Context: an optimization exercise on an open-source flow, tuned for small area, a short achievable clock period and few clock cycles. The choices shown serve that exercise and are no tape-out recipe. Function was checked by simulation only, so behaviour that the tests miss may differ from the original. Power figures rest on the tool's default switching activity, not on a simulated workload.

==> onyx <==
==> flow/design.v <==
module rvmyth(
   output [9:0] OUT,
   input CLK,
   input reset,
   output [7:0] imem_addr,
   input [31:0] imem_data,
   output dmem_wr_en,
   output [3:0] dmem_addr,
   output [31:0] dmem_wdata,
   input [31:0] dmem_rdata
);
   wire clk = CLK;
   reg  [9:0]  pc;
   reg         ex_wr;         
   reg         ex_ld;         
   reg         ex_st;         
   reg         ex_br;         
   reg         ex_jalr;       
   reg         ex_pred;       
   reg  [2:0]  ex_f3;
   reg  [4:0]  ex_rd;
   reg  [31:0] ex_a, ex_b;
   reg  [5:0]  ex_imm;        
   reg  [9:0]  ex_pc;
   reg         ex_lui, ex_auipc, ex_link;
   reg         ex_auipc_wr;   
   reg  [9:0]  ex_npc;        
   reg         ex_sub, ex_s_add, ex_s_slt, ex_s_sltu, ex_s_xor, ex_s_or, ex_s_and;
   reg         ex_s_sll, ex_s_srl, ex_s_sra, ex_sh5;
   reg         mem_wr, mem_ld, mem_st;
   reg  [4:0]  mem_rd;
   reg  [3:0]  mem_addr;
   reg  [31:0] mem_res;
   wire [31:0] wb_data = mem_ld ? dmem_rdata : mem_res;
   wire [31:0] xr [0:31];
   assign xr[0] = 32'd0;
   genvar gi;
   generate for (gi = 1; gi < 32; gi = gi + 1) begin : g_rf
      reg [31:0] r;
      always @(posedge clk)
         if (reset) r <= gi;
         else if (mem_wr && mem_rd == gi) r <= wb_data;
      assign xr[gi] = r;
   end endgenerate
   wire [31:0] ins = imem_data;
   wire [6:0]  op  = ins[6:0];
   wire [4:0]  op5 = ins[6:2];
   wire [2:0]  f3  = ins[14:12];
   wire        f7b = ins[30];
   wire [4:0]  rd  = ins[11:7];
   wire [4:0]  rs1 = ins[19:15];
   wire [4:0]  rs2 = ins[24:20];
   wire c_i = op5 == 5'b00000 || op5 == 5'b00001 || op5 == 5'b00100 || op5 == 5'b00110 || op5 == 5'b11001;
   wire c_r = op5 == 5'b01011 || op5 == 5'b10100 || op5 == 5'b01100 || op5 == 5'b01101;
   wire c_b = op5 == 5'b11000;
   wire c_u = op5 == 5'b00101 || op5 == 5'b01101;
   wire c_s = op5 == 5'b01000 || op5 == 5'b01001;
   wire c_j = op5 == 5'b11011;
   wire [31:0] imm = c_i ? {{21{ins[31]}}, ins[30:20]} :
                     c_s ? {{21{ins[31]}}, ins[30:25], ins[11:8], ins[7]} :
                     c_b ? {{20{ins[31]}}, ins[7], ins[30:25], ins[11:8], 1'b0} :
                     c_u ? {ins[31:12], 12'b0} :
                     c_j ? {{12{ins[31]}}, ins[19:12], ins[20], ins[30:21], 1'b0} : 32'b0;
   wire is_opi  = op == 7'b0010011;
   wire is_op   = op == 7'b0110011;
   wire is_bra  = op == 7'b1100011 && f3 != 3'b010 && f3 != 3'b011;
   wire is_jal  = op == 7'b1101111;
   wire is_jalr = op == 7'b1100111 && f3 == 3'b000;
   wire is_load = op == 7'b0000011;
   wire is_lui  = op == 7'b0110111;
   wire is_auipc= op == 7'b0010111;
   wire d_add  = (is_opi && f3 == 3'b000) || (is_op && f3 == 3'b000 && ins[31:25] == 7'b0000000) ||
                 (is_op && f3 == 3'b000 && ins[31:25] == 7'b0100000) || is_load || c_s;
   wire d_sub  = is_op && f3 == 3'b000 && f7b;
   wire d_slt  = (is_opi && f3 == 3'b010) || (is_op && f3 == 3'b010 && ins[31:25] == 7'b0);
   wire d_sltu = (is_opi && f3 == 3'b011) || (is_op && f3 == 3'b011 && ins[31:25] == 7'b0);
   wire d_xor  = (is_opi && f3 == 3'b100) || (is_op && f3 == 3'b100 && ins[31:25] == 7'b0);
   wire d_or   = (is_opi && f3 == 3'b110) || (is_op && f3 == 3'b110 && ins[31:25] == 7'b0);
   wire d_and  = (is_opi && f3 == 3'b111) || (is_op && f3 == 3'b111 && ins[31:25] == 7'b0);
   wire d_sll  = (is_opi || is_op) && f3 == 3'b001 && !f7b;
   wire d_srl  = (is_opi || is_op) && f3 == 3'b101 && !f7b;
   wire d_sra  = (is_opi || is_op) && f3 == 3'b101 && f7b;
   wire d_sh5  = is_opi ? (f3 == 3'b001 || (f3 == 3'b101 && !f7b)) : (f3 == 3'b101 && !f7b);
   wire rd_valid = c_r || c_i || c_u || c_j;
   wire rs1_used = !(c_u || c_j);
   wire rs2_used = op5 == 5'b01100 || c_s || c_b;
   wire stall = ex_ld && ex_rd != 5'd0 &&
                ((rs1_used && rs1 == ex_rd) || (rs2_used && rs2 == ex_rd));
   wire [31:0] ex_res;
   wire        ex_redirect;
   wire [9:0]  ex_target;
   wire [10:0] ex_pc4 = {1'b0, ex_pc} + 11'd4;
   wire [31:0] rf1 = xr[rs1];
   wire [31:0] rf2 = xr[rs2];
   wire fa_ex  = ex_wr && ex_rd == rs1;
   wire fb_ex  = ex_wr && ex_rd == rs2;
   wire fa_mem = mem_wr && mem_rd == rs1;
   wire fb_mem = mem_wr && mem_rd == rs2;
   wire [31:0] a_val = fa_ex ? ex_res : fa_mem ? wb_data : rf1;
   wire [31:0] b_reg = fb_mem ? wb_data : rf2;
   wire        b_ex  = rs2_used && fb_ex;
   wire [31:0] b_val = b_ex ? ex_res : rs2_used ? b_reg : imm;
   wire [10:0] pc4    = {1'b0, pc} + 11'd4;
   wire [9:0]  pc_imm = pc + imm[9:0];
   wire        pred   = is_bra && ins[31];
   wire        jalr_fast = is_jalr && ex_auipc_wr && ex_rd == rs1;
   wire [9:0]  jalr_tgt  = ex_pc + ins[29:20];
   wire        fd_jump = is_jal || pred;
   wire        go     = !reset && !ex_redirect && !stall;
   always @(posedge clk) begin
      if (reset)            pc <= 10'd0;
      else if (ex_redirect) pc <= ex_target;
      else if (stall)       pc <= pc;
      else if (jalr_fast)   pc <= jalr_tgt;
      else if (fd_jump)     pc <= pc_imm;
      else                  pc <= pc4[9:0];
   end
   always @(posedge clk) begin
      ex_wr   <= go && rd_valid && rd != 5'd0;
      ex_ld   <= go && is_load;
      ex_st   <= go && c_s;
      ex_br   <= go && is_bra;
      ex_jalr <= go && is_jalr && !jalr_fast;
      ex_auipc_wr <= go && is_auipc && rd != 5'd0;
      ex_pred <= pred;
      ex_f3   <= f3;
      ex_rd   <= rd;
      ex_a    <= a_val;
      ex_b    <= b_val;
      ex_imm  <= imm[5:0];
      ex_pc   <= pc;
      ex_lui  <= is_lui;
      ex_auipc <= is_auipc;
      ex_link <= is_jal || is_jalr;
      ex_npc  <= pred ? pc4[9:0] : pc_imm;
      ex_sub  <= d_sub || d_slt || d_sltu || is_bra;
      ex_s_add <= d_add || d_sub;
      ex_s_slt <= d_slt;
      ex_s_sltu <= d_sltu;
      ex_s_xor <= d_xor;
      ex_s_or  <= d_or;
      ex_s_and <= d_and;
      ex_s_sll <= d_sll;
      ex_s_srl <= d_srl;
      ex_s_sra <= d_sra;
      ex_sh5   <= d_sh5;
   end
   wire [31:0] bx = ex_b ^ {32{ex_sub}};
   wire [32:0] sum = {1'b0, ex_a} + {1'b0, bx} + {32'd0, ex_sub};
   wire ltu = !sum[32];
   wire lt  = (ex_a[31] != ex_b[31]) ? ex_a[31] : ltu;
   wire eq  = ex_a == ex_b;
   wire [5:0] sh = {ex_sh5 & ex_b[5], ex_b[4:0]};
   wire [31:0] a_rev, shr_rev;
   genvar gb;
   generate for (gb = 0; gb < 32; gb = gb + 1) begin : g_rev
      assign a_rev[gb] = ex_a[31-gb];
      assign shr_rev[gb] = shr[31-gb];
   end endgenerate
   wire [31:0] sh_in = ex_s_sll ? a_rev : ex_a;
   wire        fill  = ex_s_sra & ex_a[31];
   wire [63:0] shr64 = {{32{fill}}, sh_in} >> sh[4:0];
   wire [31:0] shr   = sh[5] ? {32{fill}} : shr64[31:0];
   assign ex_res = ({32{ex_s_add}}  & sum[31:0]) |
                   ({32{ex_s_slt}}  & {31'd0, lt}) |
                   ({32{ex_s_sltu}} & {31'd0, ltu}) |
                   ({32{ex_s_xor}}  & (ex_a ^ ex_b)) |
                   ({32{ex_s_or}}   & (ex_a | ex_b)) |
                   ({32{ex_s_and}}  & (ex_a & ex_b)) |
                   ({32{ex_s_sll}}  & shr_rev) |
                   ({32{ex_s_srl | ex_s_sra}} & shr) |
                   ({32{ex_lui}}    & {ex_b[31:12], 12'd0}) |
                   ({32{ex_auipc}}  & {ex_b[31:12], 2'b00, ex_pc}) |
                   ({32{ex_link}}   & {21'd0, ex_pc4});
   wire taken = (ex_f3 == 3'b000) ? eq :
                (ex_f3 == 3'b001) ? !eq :
                (ex_f3 == 3'b100) ? lt :
                (ex_f3 == 3'b101) ? !lt :
                (ex_f3 == 3'b110) ? ltu : !ltu;
   assign ex_redirect = ex_jalr || (ex_br && (taken != ex_pred));
   assign ex_target   = ex_jalr ? sum[9:0] : ex_npc;
   wire [5:0] maddr = ex_a[5:0] + ex_imm;
   always @(posedge clk) begin
      mem_wr   <= !reset && ex_wr;
      mem_ld   <= ex_ld;
      mem_st   <= !reset && ex_st;
      mem_rd   <= ex_rd;
      mem_addr <= maddr[5:2];
      mem_res  <= ex_st ? ex_b : ex_res;
   end
   assign imem_addr  = pc[9:2];
   assign dmem_wr_en = mem_st;
   assign dmem_addr  = mem_addr;
   assign dmem_wdata = mem_res;
   assign OUT        = xr[17][9:0];
endmodule
==> flow/flow/run.sh <==
#!/bin/bash
set -euo pipefail
bash standard.sh SETUP_SLACK_MARGIN=6.5 finish > make_finish.log 2>&1
==> flow/standard.sh <==
#!/bin/bash
# synth_recipe.tcl (not shown) runs the flow's synth.tcl, then flattens the netlist and writes it again
# the make line also repeats each setting of config.mk as NAME=value (left out here)
make -C /OpenROAD-flow-scripts/flow DESIGN_CONFIG=/design/flow/config.mk WORK_HOME=/design/flow/orfs CLKGATE_MAP_FILE= SYNTH_SCRIPT=/design/flow/synth_recipe.tcl "${@:-finish}"
==> flow/config.mk <==
export PLATFORM = sky130hd
export DESIGN_NAME = rvmyth
export DESIGN_NICKNAME = rvmyth
export VERILOG_FILES = /design/flow/design.v
export SDC_FILE = /design/flow/constraint.sdc
export NUM_CORES = 4
export LEC_CHECK = 0
export CAP_MARGIN = 20
export CORE_MARGIN = 2
export CORE_UTILIZATION = 40
export PLACE_DENSITY = 0.55
export SLEW_MARGIN = 20
==> flow/constraint.sdc <==
create_clock -name core_clock -period 10.0 [get_ports {CLK}]
set_input_delay 2.0000 -clock core_clock [delete_from_list [all_inputs] [get_ports {CLK}]]
set_output_delay 2.0000 -clock core_clock [all_outputs]
set_load 0.01 [all_outputs]
==> inputs of pepper, as changes to onyx <==
--- a/flow/design.v
+++ b/flow/design.v
@@ -19,19 +19,18 @@
    reg         ex_pred;       
    reg  [2:0]  ex_f3;
    reg  [4:0]  ex_rd;
-   reg  [31:0] ex_a, ex_b;
-   reg  [5:0]  ex_imm;        
+   reg  [31:0] ex_a;
+   reg  [31:0] ex_b;          
+   reg  [3:0]  ex_maddr;      
    reg  [9:0]  ex_pc;
    reg         ex_lui, ex_auipc, ex_link;
    reg         ex_auipc_wr;   
+   reg         ex_addz;       
    reg  [9:0]  ex_npc;        
    reg         ex_sub, ex_s_add, ex_s_slt, ex_s_sltu, ex_s_xor, ex_s_or, ex_s_and;
    reg         ex_s_sll, ex_s_srl, ex_s_sra, ex_sh5;
-   reg         mem_wr, mem_ld, mem_st;
-   reg  [4:0]  mem_rd;
-   reg  [3:0]  mem_addr;
-   reg  [31:0] mem_res;
-   wire [31:0] wb_data = mem_ld ? dmem_rdata : mem_res;
+   wire [31:0] ex_res;
+   wire [31:0] wb_data = ex_ld ? dmem_rdata : ex_res;
    wire [31:0] xr [0:31];
    assign xr[0] = 32'd0;
    genvar gi;
@@ -39,7 +38,7 @@
       reg [31:0] r;
       always @(posedge clk)
          if (reset) r <= gi;
-         else if (mem_wr && mem_rd == gi) r <= wb_data;
+         else if (ex_wr && ex_rd == gi) r <= wb_data;
       assign xr[gi] = r;
    end endgenerate
    wire [31:0] ins = imem_data;
@@ -82,58 +81,59 @@
    wire d_sra  = (is_opi || is_op) && f3 == 3'b101 && f7b;
    wire d_sh5  = is_opi ? (f3 == 3'b001 || (f3 == 3'b101 && !f7b)) : (f3 == 3'b101 && !f7b);
    wire rd_valid = c_r || c_i || c_u || c_j;
-   wire rs1_used = !(c_u || c_j);
    wire rs2_used = op5 == 5'b01100 || c_s || c_b;
-   wire stall = ex_ld && ex_rd != 5'd0 &&
-                ((rs1_used && rs1 == ex_rd) || (rs2_used && rs2 == ex_rd));
-   wire [31:0] ex_res;
    wire        ex_redirect;
    wire [9:0]  ex_target;
-   wire [10:0] ex_pc4 = {1'b0, ex_pc} + 11'd4;
    wire [31:0] rf1 = xr[rs1];
    wire [31:0] rf2 = xr[rs2];
    wire fa_ex  = ex_wr && ex_rd == rs1;
    wire fb_ex  = ex_wr && ex_rd == rs2;
-   wire fa_mem = mem_wr && mem_rd == rs1;
-   wire fb_mem = mem_wr && mem_rd == rs2;
-   wire [31:0] a_val = fa_ex ? ex_res : fa_mem ? wb_data : rf1;
-   wire [31:0] b_reg = fb_mem ? wb_data : rf2;
+   wire [31:0] a_val = fa_ex ? wb_data : rf1;
    wire        b_ex  = rs2_used && fb_ex;
-   wire [31:0] b_val = b_ex ? ex_res : rs2_used ? b_reg : imm;
+   wire [31:0] b_val = b_ex ? wb_data : rs2_used ? rf2 : imm;
+   wire        fd_sub = d_sub || d_slt || d_sltu || is_bra;
+   wire        stall = (is_load || c_s) && fa_ex;
+   wire [5:0]  maddr = rf1[5:0] + imm[5:0];
    wire [10:0] pc4    = {1'b0, pc} + 11'd4;
-   wire [9:0]  pc_imm = pc + imm[9:0];
+   wire [9:0]  tgt_b  = pc + {ins[29:25], ins[11:8], 1'b0};
+   wire [9:0]  tgt_j  = pc + {ins[29:21], 1'b0};
    wire        pred   = is_bra && ins[31];
    wire        jalr_fast = is_jalr && ex_auipc_wr && ex_rd == rs1;
+   wire        ex_sum_zero = (ex_a ^ ex_b) == {ex_a[30:0] | ex_b[30:0], 1'b0};
+   wire        br_fast   = is_bra && f3[2:1] == 2'b00 && rs2 == 5'd0 && ex_addz && ex_rd == rs1;
+   wire        br_fast_t = f3[0] ^ ex_sum_zero;
    wire [9:0]  jalr_tgt  = ex_pc + ins[29:20];
-   wire        fd_jump = is_jal || pred;
    wire        go     = !reset && !ex_redirect && !stall;
    always @(posedge clk) begin
       if (reset)            pc <= 10'd0;
       else if (ex_redirect) pc <= ex_target;
       else if (stall)       pc <= pc;
       else if (jalr_fast)   pc <= jalr_tgt;
-      else if (fd_jump)     pc <= pc_imm;
+      else if (is_jal)      pc <= tgt_j;
+      else if (br_fast)     pc <= br_fast_t ? tgt_b : pc4[9:0];
+      else if (pred)        pc <= tgt_b;
       else                  pc <= pc4[9:0];
    end
    always @(posedge clk) begin
       ex_wr   <= go && rd_valid && rd != 5'd0;
       ex_ld   <= go && is_load;
       ex_st   <= go && c_s;
-      ex_br   <= go && is_bra;
+      ex_br   <= go && is_bra && !br_fast;
       ex_jalr <= go && is_jalr && !jalr_fast;
       ex_auipc_wr <= go && is_auipc && rd != 5'd0;
+      ex_addz <= go && rd != 5'd0 && ((is_opi && f3 == 3'b000) || (is_op && f3 == 3'b000 && ins[31:25] == 7'b0));
       ex_pred <= pred;
       ex_f3   <= f3;
       ex_rd   <= rd;
       ex_a    <= a_val;
-      ex_b    <= b_val;
-      ex_imm  <= imm[5:0];
+      ex_b    <= b_val ^ {32{fd_sub}};
+      ex_maddr <= maddr[5:2];
       ex_pc   <= pc;
       ex_lui  <= is_lui;
       ex_auipc <= is_auipc;
       ex_link <= is_jal || is_jalr;
-      ex_npc  <= pred ? pc4[9:0] : pc_imm;
-      ex_sub  <= d_sub || d_slt || d_sltu || is_bra;
+      ex_npc  <= pred ? pc4[9:0] : tgt_b;
+      ex_sub  <= fd_sub;
       ex_s_add <= d_add || d_sub;
       ex_s_slt <= d_slt;
       ex_s_sltu <= d_sltu;
@@ -145,11 +145,11 @@
       ex_s_sra <= d_sra;
       ex_sh5   <= d_sh5;
    end
-   wire [31:0] bx = ex_b ^ {32{ex_sub}};
-   wire [32:0] sum = {1'b0, ex_a} + {1'b0, bx} + {32'd0, ex_sub};
+   wire [10:0] ex_pc4 = {1'b0, ex_pc} + 11'd4;
+   wire [32:0] sum = {1'b0, ex_a} + {1'b0, ex_b} + {32'd0, ex_sub};
    wire ltu = !sum[32];
-   wire lt  = (ex_a[31] != ex_b[31]) ? ex_a[31] : ltu;
-   wire eq  = ex_a == ex_b;
+   wire lt  = (ex_a[31] == ex_b[31]) ? ex_a[31] : ltu;
+   wire eq  = &(ex_a ^ ex_b);
    wire [5:0] sh = {ex_sh5 & ex_b[5], ex_b[4:0]};
    wire [31:0] a_rev, shr_rev;
    genvar gb;
@@ -179,18 +179,9 @@
                 (ex_f3 == 3'b110) ? ltu : !ltu;
    assign ex_redirect = ex_jalr || (ex_br && (taken != ex_pred));
    assign ex_target   = ex_jalr ? sum[9:0] : ex_npc;
-   wire [5:0] maddr = ex_a[5:0] + ex_imm;
-   always @(posedge clk) begin
-      mem_wr   <= !reset && ex_wr;
-      mem_ld   <= ex_ld;
-      mem_st   <= !reset && ex_st;
-      mem_rd   <= ex_rd;
-      mem_addr <= maddr[5:2];
-      mem_res  <= ex_st ? ex_b : ex_res;
-   end
    assign imem_addr  = pc[9:2];
-   assign dmem_wr_en = mem_st;
-   assign dmem_addr  = mem_addr;
-   assign dmem_wdata = mem_res;
+   assign dmem_wr_en = ex_st;
+   assign dmem_addr  = ex_maddr;
+   assign dmem_wdata = ex_b;
    assign OUT        = xr[17][9:0];
 endmodule
==> flow/flow/run.sh (replaced) <==
#!/bin/bash
set -euo pipefail
bash standard.sh SETUP_SLACK_MARGIN=6.0 MATCH_CELL_FOOTPRINT=0 \
  "BUFFER_PORTS_ARGS=-buffer_cell sky130_fd_sc_hd__buf_4" \
  "CTS_ARGS=-sink_clustering_enable -repair_clock_nets -dont_use_dummy_load -buf_list {sky130_fd_sc_hd__clkbuf_4 sky130_fd_sc_hd__clkbuf_8}" \
  finish > make_finish.log 2>&1
--- a/flow/config.mk
+++ b/flow/config.mk
@@ -7,6 +7,6 @@
 export LEC_CHECK = 0
 export CAP_MARGIN = 20
 export CORE_MARGIN = 2
-export CORE_UTILIZATION = 40
-export PLACE_DENSITY = 0.55
+export CORE_UTILIZATION = 30
+export PLACE_DENSITY = 0.45
 export SLEW_MARGIN = 20
==> inputs of indigo, as changes to onyx <==
--- a/flow/design.v
+++ b/flow/design.v
@@ -19,19 +19,17 @@
    reg         ex_pred;       
    reg  [2:0]  ex_f3;
    reg  [4:0]  ex_rd;
-   reg  [31:0] ex_a, ex_b;
-   reg  [5:0]  ex_imm;        
+   reg  [31:0] ex_a;
+   reg  [31:0] ex_b;          
+   reg  [3:0]  ex_maddr;      
    reg  [9:0]  ex_pc;
    reg         ex_lui, ex_auipc, ex_link;
    reg         ex_auipc_wr;   
    reg  [9:0]  ex_npc;        
    reg         ex_sub, ex_s_add, ex_s_slt, ex_s_sltu, ex_s_xor, ex_s_or, ex_s_and;
    reg         ex_s_sll, ex_s_srl, ex_s_sra, ex_sh5;
-   reg         mem_wr, mem_ld, mem_st;
-   reg  [4:0]  mem_rd;
-   reg  [3:0]  mem_addr;
-   reg  [31:0] mem_res;
-   wire [31:0] wb_data = mem_ld ? dmem_rdata : mem_res;
+   wire [31:0] ex_res;
+   wire [31:0] wb_data = ex_ld ? dmem_rdata : ex_res;
    wire [31:0] xr [0:31];
    assign xr[0] = 32'd0;
    genvar gi;
@@ -39,7 +37,7 @@
       reg [31:0] r;
       always @(posedge clk)
          if (reset) r <= gi;
-         else if (mem_wr && mem_rd == gi) r <= wb_data;
+         else if (ex_wr && ex_rd == gi) r <= wb_data;
       assign xr[gi] = r;
    end endgenerate
    wire [31:0] ins = imem_data;
@@ -82,37 +80,33 @@
    wire d_sra  = (is_opi || is_op) && f3 == 3'b101 && f7b;
    wire d_sh5  = is_opi ? (f3 == 3'b001 || (f3 == 3'b101 && !f7b)) : (f3 == 3'b101 && !f7b);
    wire rd_valid = c_r || c_i || c_u || c_j;
-   wire rs1_used = !(c_u || c_j);
    wire rs2_used = op5 == 5'b01100 || c_s || c_b;
-   wire stall = ex_ld && ex_rd != 5'd0 &&
-                ((rs1_used && rs1 == ex_rd) || (rs2_used && rs2 == ex_rd));
-   wire [31:0] ex_res;
    wire        ex_redirect;
    wire [9:0]  ex_target;
-   wire [10:0] ex_pc4 = {1'b0, ex_pc} + 11'd4;
    wire [31:0] rf1 = xr[rs1];
    wire [31:0] rf2 = xr[rs2];
    wire fa_ex  = ex_wr && ex_rd == rs1;
    wire fb_ex  = ex_wr && ex_rd == rs2;
-   wire fa_mem = mem_wr && mem_rd == rs1;
-   wire fb_mem = mem_wr && mem_rd == rs2;
-   wire [31:0] a_val = fa_ex ? ex_res : fa_mem ? wb_data : rf1;
-   wire [31:0] b_reg = fb_mem ? wb_data : rf2;
+   wire [31:0] a_val = fa_ex ? wb_data : rf1;
    wire        b_ex  = rs2_used && fb_ex;
-   wire [31:0] b_val = b_ex ? ex_res : rs2_used ? b_reg : imm;
+   wire [31:0] b_val = b_ex ? wb_data : rs2_used ? rf2 : imm;
+   wire        fd_sub = d_sub || d_slt || d_sltu || is_bra;
+   wire        stall = (is_load || c_s) && fa_ex;
+   wire [5:0]  maddr = rf1[5:0] + imm[5:0];
    wire [10:0] pc4    = {1'b0, pc} + 11'd4;
-   wire [9:0]  pc_imm = pc + imm[9:0];
+   wire [9:0]  tgt_b  = pc + {ins[29:25], ins[11:8], 1'b0};
+   wire [9:0]  tgt_j  = pc + {ins[29:21], 1'b0};
    wire        pred   = is_bra && ins[31];
    wire        jalr_fast = is_jalr && ex_auipc_wr && ex_rd == rs1;
    wire [9:0]  jalr_tgt  = ex_pc + ins[29:20];
-   wire        fd_jump = is_jal || pred;
    wire        go     = !reset && !ex_redirect && !stall;
    always @(posedge clk) begin
       if (reset)            pc <= 10'd0;
       else if (ex_redirect) pc <= ex_target;
       else if (stall)       pc <= pc;
       else if (jalr_fast)   pc <= jalr_tgt;
-      else if (fd_jump)     pc <= pc_imm;
+      else if (is_jal)      pc <= tgt_j;
+      else if (pred)        pc <= tgt_b;
       else                  pc <= pc4[9:0];
    end
    always @(posedge clk) begin
@@ -126,14 +120,14 @@
       ex_f3   <= f3;
       ex_rd   <= rd;
       ex_a    <= a_val;
-      ex_b    <= b_val;
-      ex_imm  <= imm[5:0];
+      ex_b    <= b_val ^ {32{fd_sub}};
+      ex_maddr <= maddr[5:2];
       ex_pc   <= pc;
       ex_lui  <= is_lui;
       ex_auipc <= is_auipc;
       ex_link <= is_jal || is_jalr;
-      ex_npc  <= pred ? pc4[9:0] : pc_imm;
-      ex_sub  <= d_sub || d_slt || d_sltu || is_bra;
+      ex_npc  <= pred ? pc4[9:0] : tgt_b;
+      ex_sub  <= fd_sub;
       ex_s_add <= d_add || d_sub;
       ex_s_slt <= d_slt;
       ex_s_sltu <= d_sltu;
@@ -145,11 +139,11 @@
       ex_s_sra <= d_sra;
       ex_sh5   <= d_sh5;
    end
-   wire [31:0] bx = ex_b ^ {32{ex_sub}};
-   wire [32:0] sum = {1'b0, ex_a} + {1'b0, bx} + {32'd0, ex_sub};
+   wire [10:0] ex_pc4 = {1'b0, ex_pc} + 11'd4;
+   wire [32:0] sum = {1'b0, ex_a} + {1'b0, ex_b} + {32'd0, ex_sub};
    wire ltu = !sum[32];
-   wire lt  = (ex_a[31] != ex_b[31]) ? ex_a[31] : ltu;
-   wire eq  = ex_a == ex_b;
+   wire lt  = (ex_a[31] == ex_b[31]) ? ex_a[31] : ltu;
+   wire eq  = &(ex_a ^ ex_b);
    wire [5:0] sh = {ex_sh5 & ex_b[5], ex_b[4:0]};
    wire [31:0] a_rev, shr_rev;
    genvar gb;
@@ -179,18 +173,9 @@
                 (ex_f3 == 3'b110) ? ltu : !ltu;
    assign ex_redirect = ex_jalr || (ex_br && (taken != ex_pred));
    assign ex_target   = ex_jalr ? sum[9:0] : ex_npc;
-   wire [5:0] maddr = ex_a[5:0] + ex_imm;
-   always @(posedge clk) begin
-      mem_wr   <= !reset && ex_wr;
-      mem_ld   <= ex_ld;
-      mem_st   <= !reset && ex_st;
-      mem_rd   <= ex_rd;
-      mem_addr <= maddr[5:2];
-      mem_res  <= ex_st ? ex_b : ex_res;
-   end
    assign imem_addr  = pc[9:2];
-   assign dmem_wr_en = mem_st;
-   assign dmem_addr  = mem_addr;
-   assign dmem_wdata = mem_res;
+   assign dmem_wr_en = ex_st;
+   assign dmem_addr  = ex_maddr;
+   assign dmem_wdata = ex_b;
    assign OUT        = xr[17][9:0];
 endmodule
==> flow/flow/run.sh (replaced) <==
#!/bin/bash
set -euo pipefail
bash standard.sh SETUP_SLACK_MARGIN=6.3 MATCH_CELL_FOOTPRINT=0 \
  "BUFFER_PORTS_ARGS=-buffer_cell sky130_fd_sc_hd__buf_4" finish > make_finish.log 2>&1
--- a/flow/config.mk
+++ b/flow/config.mk
@@ -7,6 +7,6 @@
 export LEC_CHECK = 0
 export CAP_MARGIN = 20
 export CORE_MARGIN = 2
-export CORE_UTILIZATION = 40
-export PLACE_DENSITY = 0.55
+export CORE_UTILIZATION = 30
+export PLACE_DENSITY = 0.45
 export SLEW_MARGIN = 20
==> comparison <==
- Die area: onyx < indigo < pepper.
- Via count, lowest first: onyx, indigo, pepper.
- Register-to-register slack: indigo is worse than onyx (20 ps).
- Cell count: indigo > pepper > onyx.
- Between pepper and indigo, the lower combinational power is in indigo (gap about 4%, measured against indigo).
- Of onyx and indigo, onyx has the higher sequential power (gap 4.6%, measured against indigo).
Testbench counts of onyx, summed over its fixed seeds: cycles 92,338.
Testbench counts of pepper, summed over its fixed seeds: cycles 90,365.
Testbench counts of indigo, summed over its fixed seeds: cycles 91,774.

## separate check: timing with driven ports
The results above use ideal ports. As a check the final layouts listed here were re-extracted and re-timed, cells and wires unchanged. Step 1 (the two cells are an assumption about what drives the block):
set clk [get_ports {CLK}]
set_driving_cell -lib_cell sky130_fd_sc_hd__clkbuf_16 $clk
set_driving_cell -lib_cell sky130_fd_sc_hd__buf_2 [delete_from_list [all_inputs] $clk]
Step 2 adds t to the input delays and takes it off the output delays; t is the mean of the earliest and latest rising clock arrival at the registers after step 1. Input paths then give back, and output paths get back, about the clock's delay inside the block. Three values: no drivers, after step 1, after step 2; two values: the first two.
run	shift t [ns]	slack for setup (ns)	clock arrival spread, ns
onyx	0.883	5.850 / 5.865 / 4.982	0.040 / 0.040
pepper	1.075	5.897 / 5.827 / 4.753	0.125 / 0.125
indigo	0.909	5.993 / 5.994 / 5.085	0.049 / 0.048
After both steps setup and hold are still met in every run listed. For pepper, which loses most, drivers alone change the setup slack by -0.070 ns; drivers and shift together by -1.144 ns.
